Source: an optimization exercise on an open RTL-to-GDS flow (aim: small area). Production flows keep margins and buffers that such runs may drop.
Only simulation tests tie the RTL to the original design; equivalence was not proved.
Power figures rest on the tool's default switching activity, not on a simulated workload.

--- design/flow/config.mk ---
export PLATFORM = sky130hd
export DESIGN_NAME = display
export DESIGN_NICKNAME = display
export VERILOG_FILES = /design/flow/design.v
export SDC_FILE = /design/flow/constraint.sdc
export NUM_CORES = 4
export LEC_CHECK = 0
export CAP_MARGIN = 20
export CORE_MARGIN = 2
export CORE_UTILIZATION = 40
export SLEW_MARGIN = 20
--- design/flow/design.v ---
`timescale 1ns / 1ps
module Clock(
    input  wire       clk,
    input  wire       rst,
    output reg        en,
    output wire       fast,
    output wire       blink,
    output reg  [3:0] g16,
    output wire       half
    );
    reg [1:0] cnt;    
    reg [3:0] c10;    
    reg [2:0] g5;     
    assign half  = c10 >= 4'd5;
    assign fast  = en && c10 == 4'd4;
    assign blink = en && c10 == 4'd9 && g16[1:0] == 2'd1 && g5 == 3'd4;
    always @(posedge clk)
        if (rst) begin
            cnt <= 0;
            en  <= 0;
            c10 <= 0;
            g16 <= 0;
            g5  <= 0;
        end else begin
            cnt <= cnt + 1'b1;
            en  <= cnt == 2'd3;
            if (en) begin
                if (c10 == 4'd9) begin
                    c10 <= 0;
                    g16 <= g16 + 1'b1;
                    g5  <= (g5 == 3'd4) ? 3'd0 : g5 + 1'b1;
                end else
                    c10 <= c10 + 1'b1;
            end
        end
endmodule
`timescale 1ns / 1ps
module display (
input wire clk,
input wire rst,
input wire btnU, btnL, btnR, btnD, btnP,
output reg hsync, vsync,
output wire [3:0] red, green, blue,
output wire [6:0] seg,
output wire [3:0] an
);
wire en, fast, blink;
wire [3:0] g16;
wire half;
Clock clock_ (.clk(clk), .rst(rst), .en(en), .fast(fast), .blink(blink), .g16(g16), .half(half));
reg [9:0] hcount;
reg [9:0] vcount;
always @(posedge clk)
  if (rst) begin
    hcount <= 0;
    vcount <= 0;
    hsync <= 0;
    vsync <= 0;
  end else if (en) begin
    if (hcount == 799) begin
      hcount <= 0;
      if (vcount == 524) vcount <= 0;
      else vcount <= vcount + 1'b1;
    end else
      hcount <= hcount + 1'b1;
    vsync <= !(vcount >= 490 && vcount < 492);
    hsync <= !(hcount >= 656 && hcount < 752);
  end
reg [8:0] ph, pv, gh, gv;
reg [1:0] dir_reg;
reg pse, btnP_q;
reg dot1, dot2, dot3;
reg [1:0] digit0;
reg started;
localparam LEFT = 2'b10;
localparam RIGHT = 2'b01;
localparam UP = 2'b00;
localparam DOWN = 2'b11;
    function blkR (input [8:0] x, y);
        blkR = (x >= 9'd399 && x <= 9'd400 && y >= 9'd61 && y <= 9'd399) ||
               (x >= 9'd69 && x <= 9'd149 && y >= 9'd70 && y <= 9'd130) ||
               (x >= 9'd69 && x <= 9'd79 && y >= 9'd70 && y <= 9'd200) ||
               (x >= 9'd69 && x <= 9'd149 && y >= 9'd320 && y <= 9'd380) ||
               (x >= 9'd69 && x <= 9'd79 && y >= 9'd250 && y <= 9'd380) ||
               (x >= 9'd249 && x <= 9'd329 && y >= 9'd70 && y <= 9'd130) ||
               (x >= 9'd319 && x <= 9'd329 && y >= 9'd70 && y <= 9'd200) ||
               (x >= 9'd249 && x <= 9'd329 && y >= 9'd320 && y <= 9'd380) ||
               (x >= 9'd319 && x <= 9'd329 && y >= 9'd250 && y <= 9'd380) ||
               (x >= 9'd149 && x <= 9'd159 && y >= 9'd150 && y <= 9'd300) ||
               (x >= 9'd149 && x <= 9'd249 && y >= 9'd240 && y <= 9'd300) ||
               (x >= 9'd239 && x <= 9'd249 && y >= 9'd150 && y <= 9'd300);
    endfunction
    function blkL (input [8:0] x, y);
        blkL = (x >= 9'd60 && x <= 9'd60 && y >= 9'd61 && y <= 9'd399) ||
               (x >= 9'd121 && x <= 9'd201 && y >= 9'd70 && y <= 9'd130) ||
               (x >= 9'd121 && x <= 9'd131 && y >= 9'd70 && y <= 9'd200) ||
               (x >= 9'd121 && x <= 9'd201 && y >= 9'd320 && y <= 9'd380) ||
               (x >= 9'd121 && x <= 9'd131 && y >= 9'd250 && y <= 9'd380) ||
               (x >= 9'd301 && x <= 9'd381 && y >= 9'd70 && y <= 9'd130) ||
               (x >= 9'd371 && x <= 9'd381 && y >= 9'd70 && y <= 9'd200) ||
               (x >= 9'd301 && x <= 9'd381 && y >= 9'd320 && y <= 9'd380) ||
               (x >= 9'd371 && x <= 9'd381 && y >= 9'd250 && y <= 9'd380) ||
               (x >= 9'd201 && x <= 9'd211 && y >= 9'd150 && y <= 9'd300) ||
               (x >= 9'd201 && x <= 9'd301 && y >= 9'd240 && y <= 9'd300) ||
               (x >= 9'd291 && x <= 9'd301 && y >= 9'd150 && y <= 9'd300);
    endfunction
    function blkU (input [8:0] x, y);
        blkU = (x >= 9'd400 && x <= 9'd400 && y >= 9'd61 && y <= 9'd399) ||
               (x >= 9'd60 && x <= 9'd400 && y >= 9'd61 && y <= 9'd61) ||
               (x >= 9'd70 && x <= 9'd200 && y >= 9'd121 && y <= 9'd131) ||
               (x >= 9'd70 && x <= 9'd130 && y >= 9'd121 && y <= 9'd201) ||
               (x >= 9'd70 && x <= 9'd200 && y >= 9'd371 && y <= 9'd381) ||
               (x >= 9'd70 && x <= 9'd130 && y >= 9'd301 && y <= 9'd381) ||
               (x >= 9'd250 && x <= 9'd380 && y >= 9'd121 && y <= 9'd131) ||
               (x >= 9'd320 && x <= 9'd380 && y >= 9'd121 && y <= 9'd201) ||
               (x >= 9'd250 && x <= 9'd380 && y >= 9'd371 && y <= 9'd381) ||
               (x >= 9'd320 && x <= 9'd380 && y >= 9'd301 && y <= 9'd381) ||
               (x >= 9'd150 && x <= 9'd210 && y >= 9'd201 && y <= 9'd301) ||
               (x >= 9'd150 && x <= 9'd300 && y >= 9'd291 && y <= 9'd301) ||
               (x >= 9'd240 && x <= 9'd300 && y >= 9'd201 && y <= 9'd301);
    endfunction
    function blkD (input [8:0] x, y);
        blkD = (x >= 9'd400 && x <= 9'd400 && y >= 9'd61 && y <= 9'd398) ||
               (x >= 9'd60 && x <= 9'd400 && y >= 9'd399 && y <= 9'd399) ||
               (x >= 9'd70 && x <= 9'd200 && y >= 9'd69 && y <= 9'd79) ||
               (x >= 9'd70 && x <= 9'd130 && y >= 9'd69 && y <= 9'd149) ||
               (x >= 9'd70 && x <= 9'd200 && y >= 9'd319 && y <= 9'd329) ||
               (x >= 9'd70 && x <= 9'd130 && y >= 9'd249 && y <= 9'd329) ||
               (x >= 9'd250 && x <= 9'd380 && y >= 9'd69 && y <= 9'd79) ||
               (x >= 9'd320 && x <= 9'd380 && y >= 9'd69 && y <= 9'd149) ||
               (x >= 9'd250 && x <= 9'd380 && y >= 9'd319 && y <= 9'd329) ||
               (x >= 9'd320 && x <= 9'd380 && y >= 9'd249 && y <= 9'd329) ||
               (x >= 9'd150 && x <= 9'd210 && y >= 9'd149 && y <= 9'd249) ||
               (x >= 9'd150 && x <= 9'd300 && y >= 9'd239 && y <= 9'd249) ||
               (x >= 9'd240 && x <= 9'd300 && y >= 9'd149 && y <= 9'd249);
    endfunction
wire [9:0] dh = {1'b0, ph} - {1'b0, gh};
wire [9:0] dv = {1'b0, pv} - {1'b0, gv};
wire [9:0] dh49 = dh + 10'd49;
wire [9:0] dv49 = dv + 10'd49;
wire collision = dh49 < 10'd99 && dv49 < 10'd99;
wire gh_gt = dh[9];                  
wire gh_lt = !dh[9] && dh != 0;      
wire gv_gt = dv[9];                  
wire gv_lt = !dv[9] && dv != 0;      
function hitDot (input [8:0] x, y, input [9:0] cx, cy);
    hitDot = ((x > cx && x < cx + 16) || (cx > x && cx < x + 50)) &&
             ((y > cy && y < cy + 16) || (cy > y && cy < y + 50));
endfunction
wire [1:0] dir_next = (btnD && !btnU) ? DOWN :
                      (btnU && !btnD) ? UP :
                      (btnR && !btnL) ? RIGHT :
                      (btnL && !btnR) ? LEFT : dir_reg;
always @(posedge clk)
  if (rst) begin
    dir_reg <= UP;
    btnP_q <= 0;
    pse <= 0;
  end else begin
    dir_reg <= dir_next;
    btnP_q <= btnP;
    if (btnP && !btnP_q) pse <= !pse;
  end
always @(posedge clk)
  if (rst) begin
    gh <= 400;
    gv <= 200;
  end else if (fast && g16 == 4'd15 && !pse) begin
    if (gv_lt && !blkD(gh, gv)) gv <= gv + 1'b1;
    else if (gh_gt && !blkL(gh, gv)) gh <= gh - 1'b1;
    else if (gv_gt && !blkU(gh, gv)) gv <= gv - 1'b1;
    else if (gh_lt && !blkR(gh, gv)) gh <= gh + 1'b1;
    else if (!blkD(gh, gv)) gv <= gv + 1'b1;
    else if (!blkL(gh, gv)) gh <= gh - 1'b1;
    else if (!blkU(gh, gv)) gv <= gv - 1'b1;
    else if (!blkR(gh, gv)) gh <= gh + 1'b1;
  end
always @(posedge clk)
  if (rst) begin
    ph <= 300;
    pv <= 300;
    dot1 <= 0;
    dot2 <= 0;
    dot3 <= 0;
  end else if (fast) begin
    if (!pse && !collision)
      case (dir_reg)
        RIGHT: if (!blkR(ph, pv)) ph <= ph + 1'b1;
        LEFT:  if (!blkL(ph, pv)) ph <= ph - 1'b1;
        UP:    if (!blkU(ph, pv)) pv <= pv - 1'b1;
        DOWN:  if (!blkD(ph, pv)) pv <= pv + 1'b1;
      endcase
    if (hitDot(ph, pv, 82, 82)) dot1 <= 1;
    if (hitDot(ph, pv, 82, 272)) dot2 <= 1;
    if (hitDot(ph, pv, 272, 82)) dot3 <= 1;
  end
always @(posedge clk)
  if (rst) digit0 <= 0;
  else if (blink) digit0 <= dot1 + dot2 + dot3;
always @(posedge clk)
  if (rst) started <= 0;
  else if (fast) started <= 1;
wire [1:0] idx = g16[1:0] + {1'b0, half} - 2'd1;
wire [1:0] dsel = (idx == 2'd0) ? digit0 : 2'd0;
reg [6:0] segs;
always @*
  case (dsel)
    2'd0: segs = 7'b0111111;
    2'd1: segs = 7'b0000110;
    2'd2: segs = 7'b1011011;
    default: segs = 7'b1001111;
  endcase
assign seg = started ? ~segs : 7'h7f;
assign an  = started ? ~(4'b0001 << idx) : 4'hf;
function maze (input [9:0] hcount, vcount);
    maze = (hcount >= 50) && (hcount < 60) && (vcount >= 50) && (vcount < 450) ||
           (hcount >= 450) && (hcount < 460) && (vcount >= 50) && (vcount < 450) ||
           (vcount >= 50) && (vcount <= 60) && (hcount >= 50) && (hcount <= 450) ||
           (vcount >= 450) && (vcount <= 460) && (hcount >= 50) && (hcount <= 460) ||
           (hcount >= 120) && (hcount <= 200) && (vcount >= 120) && (vcount <= 130) ||
           (vcount >= 120) && (vcount <= 200) && (hcount >= 120) && (hcount <= 130) ||
           (hcount >= 120) && (hcount <= 200) && (vcount >= 370) && (vcount <= 380) ||
           (vcount >= 300) && (vcount <= 380) && (hcount >= 120) && (hcount <= 130) ||
           (hcount >= 300) && (hcount <= 380) && (vcount >= 120) && (vcount <= 130) ||
           (vcount >= 120) && (vcount <= 200) && (hcount >= 370) && (hcount <= 380) ||
           (hcount >= 300) && (hcount <= 380) && (vcount >= 370) && (vcount <= 380) ||
           (vcount >= 300) && (vcount <= 380) && (hcount >= 370) && (hcount <= 380) ||
           (vcount >= 200) && (vcount <= 300) && (hcount >= 200) && (hcount <= 210) ||
           (hcount >= 200) && (hcount <= 300) && (vcount >= 290) && (vcount <= 300) ||
           (vcount >= 200) && (vcount <= 300) && (hcount >= 290) && (hcount <= 300);
endfunction
wire maze_on = maze(hcount, vcount);
wire dots_on = (hcount >= 82) && (hcount < 98) && (vcount >= 82) && (vcount < 98) && !dot1
            || (hcount >= 82) && (hcount <= 98) && (vcount >= 272) && (vcount <= 288) && !dot2
            || (hcount >= 272) && (hcount <= 288) && (vcount >= 82) && (vcount <= 98) && !dot3;
wire [9:0] hp = hcount - {1'b0, ph};
wire [9:0] vp = vcount - {1'b0, pv};
wire [9:0] hg = hcount - {1'b0, gh};
wire [9:0] vg = vcount - {1'b0, gv};
wire square_on = hp < 50 && vp < 50;
wire ghost_on = hg < 50 && vg < 50;
reg r_on, g0, g1, g2, b0, b12;
always @(posedge clk)
  if (rst) begin
    r_on <= 0; g0 <= 0; g1 <= 0; g2 <= 0; b0 <= 0; b12 <= 0;
  end else if (en) begin
    if (ghost_on) begin
      r_on <= 0; g0 <= 1; g1 <= 1; g2 <= 1; b0 <= 1; b12 <= 1;
    end else if (square_on && collision) begin
      r_on <= 1; g0 <= 1; g1 <= 0; g2 <= 0; b0 <= 0; b12 <= 0;
    end else if (square_on) begin
      r_on <= 1; g0 <= 1; g1 <= 1; g2 <= 1; b0 <= 0; b12 <= 0;
    end else if (maze_on) begin
      r_on <= 0; g0 <= 0; g1 <= 0; g2 <= 0; b0 <= 1; b12 <= 1;
    end else if (dots_on) begin
      r_on <= 1; g0 <= 1; g1 <= 0; g2 <= 1; b0 <= 0; b12 <= 1;
    end else begin
      r_on <= 0; g0 <= 0; g1 <= 0; g2 <= 0; b0 <= 0; b12 <= 0;
    end
  end
assign red   = {1'b0, r_on, r_on, r_on};
assign green = {1'b0, g2, g1, g0};
assign blue  = {1'b0, b12, b12, b0};
endmodule
--- design/flow/run.sh ---
#!/bin/bash
# synth_recipe.tcl (not shown) runs the flow's synth.tcl, then flattens the netlist and writes it again
# the make line also repeats each setting of config.mk as NAME=value (left out here)
make -C /OpenROAD-flow-scripts/flow DESIGN_CONFIG=/design/flow/config.mk WORK_HOME=/design/flow/orfs CLKGATE_MAP_FILE= SYNTH_SCRIPT=/design/flow/synth_recipe.tcl finish
--- design/flow/constraint.sdc ---
create_clock -name core_clock -period 10.0 [get_ports {clk}]
set_input_delay 2.0000 -clock core_clock [delete_from_list [all_inputs] [get_ports {clk}]]
set_output_delay 2.0000 -clock core_clock [all_outputs]
set_load 0.01 [all_outputs]
==> flow_metrics.env <==
export IMPL_status="timing/DRC/antenna clean"
export IMPL_avgViaCountPerCell=6.51
export IMPL_largest_registers="hcount x10, vcount x10"
export IMPL_pwr_density_cell_nw_per_um2=60.7
export IMPL_cp_start_kind="register"
export IMPL_hpwl_um=29500
export IMPL_start_util_pct=40.9
export IMPL_whs_endpoint="clock_.cnt[0]$_SDFF_PP0_"
export IMPL_regArea_um2=1760
export IMPL_clock_path_buffers=2
export IMPL_period_share_pct=47.7
export IMPL_numCtsBuffers=9
export IMPL_finalCriticalPeriod_ps=4770
export IMPL_postCtsHoldBufs=0
export IMPL_diodes=0
export IMPL_synthCells=1800
export IMPL_pin_count=32
export IMPL_final_hold_violation_count=0
export IMPL_netlist_area_um2=12600
export IMPL_yosysWarnings=2
export IMPL_grt_pass1_wl_um=66000
export IMPL_grt_max_degree=63
export IMPL_min_path_type="register to register"
export IMPL_grt_usage_pct=24.1
export IMPL_async_reset_ff_share_pct=0
export IMPL_yosys_area_top_type="dfxtp_1"
export IMPL_wire_per_inst_um=19.5
export IMPL_die_x_um=181
export IMPL_rrSetupSlack_ps=5230
export IMPL_die_h_um=181
export IMPL_crit_path_max_fanout=20
export IMPL_htreeDepth=3
export IMPL_insertion_delay_ps=360
export IMPL_postRouteAntennaNets=0
export IMPL_gp_congestion=0.940
export IMPL_cts_tree="done"
export IMPL_antenna_found_initial=1
export IMPL_timing_fmax_mhz=210
export IMPL_synth_most_common_cell="nor2_1"
export IMPL_ys_seq_elements=88
export IMPL_syn_avg_cell_area_um2=7.00
export IMPL_core_um2=30800
export IMPL_cts_setup_buffers=0
export IMPL_initialDrtViolationCount=1875
export IMPL_multi_input_area_um2=9930
export IMPL_ys_flop_type="dfxtp_1"
export IMPL_gr_total_overflow=0
export IMPL_rr_endpoint="pv[8]$_SDFFE_PP1P_"
export IMPL_n_fill_cell=3139
export IMPL_maxCapViolations=0
export IMPL_seq_area_frac_synth_pct=14.0
export IMPL_rr_worst_depth=12
export IMPL_area_delta_synth_final_pct=4.49
export IMPL_route_final_wire_length_um=41200
export IMPL_drive_gt1_share_pct=4.36
export IMPL_synthDistinctLibCells=97
export IMPL_synth_edf_count=0
export IMPL_whs_path_depth=1
export IMPL_tightest_slew_ps=1210
export IMPL_clkTransAtPathRegs_ps=80
export IMPL_cp_required_ps=10210
export IMPL_fin_nets=1829
export IMPL_min_delay_start="clock_.cnt[0]$_SDFF_PP0_"
export IMPL_slew_viol_final=0
export IMPL_rsz0062_at_grt="no"
export IMPL_finalSetupViolations=0
export IMPL_cts_resized=0
export IMPL_dieArea_um2=32900
export IMPL_timing_worst_setup_path_type="register to register"
export IMPL_io_buffers=28
export IMPL_vias=13800
export IMPL_relSlewSlack_pct=17.5
export IMPL_crit_arrival_ps=4970
export IMPL_ys_top_cells_by_area="dfxtp_1 (14%), ha_1 (9.6%), nor2_1 (5.6%)"
export IMPL_placedInstanceArea_um2=12800
export IMPL_clock_sinks=88
export IMPL_skew_ps=12.5
export IMPL_leakagePower_nw=4.93
export IMPL_crit_path_start="gh[1]$_SDFFE_PP0P_"
export IMPL_timing_rr_start="gh[1]$_SDFFE_PP0P_"
export IMPL_design_area_um2=13200
export IMPL_drc=0
export IMPL_setup_tns_final_ps=0
export IMPL_clock_root_buffer="clkbuf_16"
export IMPL_row_count=64
export IMPL_dr_pass1_iters=9
export IMPL_peakVddDrop_v=0.0000805
export IMPL_synth_top_area_share_pct=14.0
export IMPL_ys_top_cells_by_count="nor2_1 (189), nand2_1 (142), a21oi_1 (126)"
export IMPL_first_global_vias=12400
export IMPL_worst_setup_path_end_kind="register"
-- power by group --
part / internal [mW] / switching, mW / total [mW]
clock: 0.203 / 0.184 / 0.387
combinational: 0.0230 / 0.0321 / 0.0551
sequential: 0.354 / 0.00324 / 0.357
total: 0.579 / 0.220 / 0.799
-- how the worst max path moves through the flow --
| stage | end | depth (start not counted) | slack, ps |
|---|---|---|---|
| final | pv[8]$_SDFFE_PP1P_ | 12 | 5230 |
| after global routing | pv[8]$_SDFFE_PP1P_ | 12 | 4720 |
| after CTS | pv[8]$_SDFFE_PP1P_ | 12 | 5300 |
| after detailed placement | pv[6]$_SDFFE_PP0P_ | 12 | 5340 |
| after global placement | gv[2]$_SDFFE_PP0P_ | 12 | 5470 |
| after floorplan | gh[6]$_SDFFE_PP0P_ | 17 | 5920 |
-- routing by layer --
layer	track usage [%]	share of wire, %	wire [um]	vias up
met4	7.64	2.5	1030	0
met2	38.3	44	18200	732
met5	0	0	0	-
li1	-	-	-	6561
met1	34.3	46	19000	6385
met3	1.99	7.2	2970	97
-- placed cells by master (no fill, tap or decap), drive strengths merged, types with 24 or more instances in the layout --
master         synthesis  layout
nor2                 189     189
nand2                142     142
a21oi                127     127
o21ai                105     105
ha                    97      97
dfxtp                 88      88
inv                   76      80
nand3                 76      76
nor3                  72      72
xnor2                 47      47
nand4                 42      42
a21o                  31      31
xor2                  30      30
a31oi                 30      30
nor2b                 29      29
clkdlybuf4s50          0      27
a211oi                25      25
mux2i                 24      24
o211ai                24      24
-- layout make-up --
cell class | count | area share (%)
multi-input combinational | 1497 | 75.4
inverter | 81 | 2.31
clock inverter | 7 | 0.722
tap | 396 | 3.76
timing repair buffer | 39 | 2.72
sequential | 88 | 13.4
clock buffer | 9 | 1.71
-- kinds of logic after synthesis --
logic type / Yosys count / share of synthesized area [%]
compound gates: 567 / 31.4
xor+xnor: 77 / 5.35
fa+ha+maj: 106 / 11.1
buf+inv: 217 / 7.30
flops: 88 / 14.0
mux: 30 / 2.44
other cells: 1 / 0.0298
simple gates: 714 / 28.4
-- metrics by stage --
| step | util, % | hold WS (ps) | total power, mW | cells | worst slack (ps) |
|---|---|---|---|---|---|
| floorplan | - | 399 | 0.406 | 1802 | 5920 |
| global placement | 41.7 | 410 | 0.419 | 2101 | 5470 |
| detailed placement | 41.7 | 412 | 0.420 | 2101 | 5340 |
| CTS | 42.7 | 424 | 0.804 | 2117 | 5300 |
| global route | 42.7 | 435 | 0.821 | 2117 | 4720 |
| finish | 42.7 | 420 | 0.799 | 2117 | 5230 |
-- critical path, stage by stage (launching register included) --
cell       delay (ps)
dfxtp_1           820
inv_1             360
ha_1              400
nor2b_1           200
o2111ai_1         230
a31o_2            300
a2111oi_0         490
o21ai_0           150
a32o_1            290
a21o_1            210
a211oi_2          810
and3_1            260
o21ai_0            70

what the ideal ports hide:
No port has a modelled driver above. Below, the same layout with a new extraction and two added sets of constraints.
Step 1 (the two cells are an assumption about what drives the block):
set clk [get_ports {clk}]
set_driving_cell -lib_cell sky130_fd_sc_hd__clkbuf_16 $clk
set_driving_cell -lib_cell sky130_fd_sc_hd__buf_2 [delete_from_list [all_inputs] $clk]
Step 2 adds t to the input delays and takes it off the output delays; t is the mean of the earliest and latest rising clock arrival at the registers after step 1. Input paths then give back, and output paths get back, about the clock's delay inside the block.
Three values: no drivers, after step 1, after step 2; two values: the first two.
t, ns: 0.402
setup WS [ns]: 5.234 / 5.234 / 5.234
clock arrival spread, ns: 0.012 / 0.012
slew at the worst register clock pin (ns): 0.08 / 0.08
pins driven straight from the clock port: 1
After both steps this run still meets setup and hold. The setup slack of this run moves by 0.000 ns with the drivers and by 0.000 ns with both steps.
